Context: an optimization exercise on an open-source flow, tuned for small area, a short achievable clock period and few clock cycles per item. The choices shown serve that exercise and are no tape-out recipe. Where RTL was checked, it was by simulation tests only, not by an equivalence proof against the original.

Setup of the reference run:
// fir_top
module fir_top (
    input  wire       clk,
    input  wire       resetN,
    input  wire       sampleClk,
    input  wire [7:0] sample,
    output wire [7:0] sum,
    output reg        dav
);
For scale: about 750 cells after synthesis, about 140 flip-flops, roughly 20 I/O pins, roughly 9800 um2 of cells after synthesis.
clock: 10.0 ns
lec_check: 0
cap_margin: 20
core_margin: 2
core_utilization: 65
cts_buf_list: sky130_fd_sc_hd__clkbuf_8
cts_cluster_size: 30
setup_slack_margin: 5
slew_margin: 20
synth_hierarchical: 1
run.sh (not shown) runs the stock make flow with config.mk's settings and CLKGATE_MAP_FILE= SYNTH_SCRIPT=/design/flow/synth_recipe.tcl, a recipe that flattens the netlist after the stock synthesis.
Testbench counts of the reference run, summed over its fixed seeds: cycles 12,008, items 12,000.
Here is what was changed in the inputs of the trial run compared with the reference run.
diff --git a/flow/design.v b/flow/design.v
--- a/flow/design.v
+++ b/flow/design.v
@@ -269,21 +269,21 @@
    assign m3n[6] = ~(s_191 ^ G_235);
    assign m3n[7] = ~(s_193 ^ G_237);
    assign m3n[8] = ~(s_195 ^ G_239);
    assign m3n[9] = s_197 ^ G_245;
    wire s_249, c_250;
    fa us_249 (s25[0], ~h7[0], 1'b1, s_249, c_250);
    wire s_251, c_252;
    fa us_251 (~s34[0], s25[1], 1'b1, s_251, c_252);
    wire s_253, c_254;
    xr xs_253 (h7[1], c_250, s_253);
-   anb ns_253 (h7[1], c_250, c_254);
+   nr ns_253 (h7[1], ~c_250, c_254);
    wire s_255, c_256;
    fa us_255 (~s34[1], s25[2], s25[0], s_255, c_256);
    wire s_257, c_258;
    fa us_257 (s16[0], ~h7[2], c_252, s_257, c_258);
    wire s_259, c_260;
    ha us_259 (s_255, c_254, s_259, c_260);
    wire s_261, c_262;
    fa us_261 (~s34[2], s34[0], 1'b1, s_261, c_262);
    wire s_263, c_264;
    fa us_263 (s25[3], s25[1], s16[1], s_263, c_264);
@@ -485,21 +485,21 @@
    fa us_459 (c_450, s_457, c_452, s_459, c_460);
    wire s_461, c_462;
    ha us_461 (s34[6], s25[8], s_461, c_462);
    wire s_463, c_464;
    fa us_463 (~s_461, c_456, c_458, s_463, c_464);
    wire s_465, c_466;
    xr xs_465 (s34[7], c_462, s_465);
    nr ns_465 (s34[7], c_462, c_466);
    wire s_467, c_468;
    xr xs_467 (s_251, s_253, s_467);
-   anb ns_467 (s_253, s_251, c_468);
+   nr ns_467 (s_253, ~s_251, c_468);
    wire s_469, c_470;
    ha us_469 (s_257, s_259, s_469, c_470);
    wire s_471, c_472;
    ha us_471 (s_267, s_269, s_471, c_472);
    wire s_473, c_474;
    ha us_473 (s_281, s_283, s_473, c_474);
    wire s_475, c_476;
    ha us_475 (c_284, s_299, s_475, c_476);
    wire s_477, c_478;
    ha us_477 (c_300, s_317, s_477, c_478);
@@ -520,21 +520,21 @@
    wire s_493, c_494;
    ha us_493 (c_446, s_453, s_493, c_494);
    wire s_495, c_496;
    ha us_495 (c_454, s_459, s_495, c_496);
    wire s_497, c_498;
    ha us_497 (c_460, s_463, s_497, c_498);
    wire s_499, c_500;
    ha us_499 (c_464, s_465, s_499, c_500);
    wire s_501, c_502;
    xr xs_501 (s34[8], c_466, s_501);
-   anb ns_501 (s34[8], c_466, c_502);
+   nr ns_501 (s34[8], ~c_466, c_502);
    wire G_503 = c_468 | (~s_467 & 1'b0);
    wire G_505 = c_470 | (s_469 & c_468);
    wire P_506 = s_469 & ~s_467;
    wire G_507 = c_472 | (s_471 & c_470);
    wire P_508 = s_471 & s_469;
    wire G_509 = c_474 | (s_473 & c_472);
    wire P_510 = s_473 & s_471;
    wire G_511 = c_476 | (s_475 & c_474);
    wire P_512 = s_475 & s_473;
    wire G_513 = c_478 | (s_477 & c_476);
@@ -683,27 +683,27 @@
    wire s_653, c_654;
    ha us_653 (t1[9], m3[6], s_653, c_654);
    wire s_655, c_656;
    ha us_655 (t1[10], m3[7], s_655, c_656);
    wire s_657, c_658;
    ha us_657 (t1[11], m3[8], s_657, c_658);
    wire s_659, c_660;
    ha us_659 (t1[12], m3[9], s_659, c_660);
    wire s_661, c_662;
    xr xs_661 (t1[0], h1[0], s_661);
-   anb ns_661 (h1[0], t1[0], c_662);
+   nr ns_661 (h1[0], ~t1[0], c_662);
    wire s_663, c_664;
    xr xs_663 (t1[1], h1[1], s_663);
-   anb ns_663 (h1[1], t1[1], c_664);
+   nr ns_663 (h1[1], ~t1[1], c_664);
    wire s_665, c_666;
    xr xs_665 (t1[2], h1[2], s_665);
-   anb ns_665 (h1[2], t1[2], c_666);
+   nr ns_665 (h1[2], ~t1[2], c_666);
    wire s_667, c_668;
    ha us_667 (c_642, s_643, s_667, c_668);
    wire s_669, c_670;
    ha us_669 (c_644, s_645, s_669, c_670);
    wire s_671, c_672;
    ha us_671 (c_646, s_647, s_671, c_672);
    wire s_673, c_674;
    ha us_673 (c_648, s_649, s_673, c_674);
    wire s_675, c_676;
    ha us_675 (c_650, s_651, s_675, c_676);
The trial run | stages: all done | timing, DRC, antenna: all pass. The trial run gives less number of global-route vias before repair than the reference run did. Between the reference run and the trial run, the via count does not differ in any meaningful way. Diff the reference run..the trial run | total placed instance area | negligible. Compared with the reference run, in the trial run utilization after layout shows an increase of 1.1 points; number of gates on the worst path with buffers counted down 1. Across both runs, first-iteration DRC count was higher for the trial run than for the reference run. Looking at fraction of the cycle the final worst path needs across the trial run and the reference run, the one that comes out lower is the reference run.
Only the layout flow was run in the trial run; the RTL was not checked for function there.

re-timing with driven ports:
In the flow no input, the clock included, has a driving cell. The finished layouts below were timed again as built, in two steps. Step 1 (the two cells are an assumption about what drives the block):
set clk [get_ports {clk}]
set_driving_cell -lib_cell sky130_fd_sc_hd__clkbuf_16 $clk
set_driving_cell -lib_cell sky130_fd_sc_hd__buf_2 [delete_from_list [all_inputs] $clk]
Step 2 moves the port delays by t, midway between the first and last clock arrival at a register: inputs arrive t later, outputs are due t later. That takes back most of the time a late clock gives input paths. a / b / c = ideal ports / drivers / drivers and shift; a / b = the first two.
| run | t, ns | setup WS [ns] | hold slack, ns | clock arrival spread, ns |
|---|---|---|---|---|
| the reference run | 0.499 | 5.097 / 5.097 / 5.097 | 0.425 / 0.425 / 0.425 | 0.015 / 0.016 |
| the trial run | 0.501 | 5.046 / 5.046 / 5.046 | 0.428 / 0.428 / 0.428 | 0.016 / 0.016 |
After both steps setup and hold are still met in every run listed.
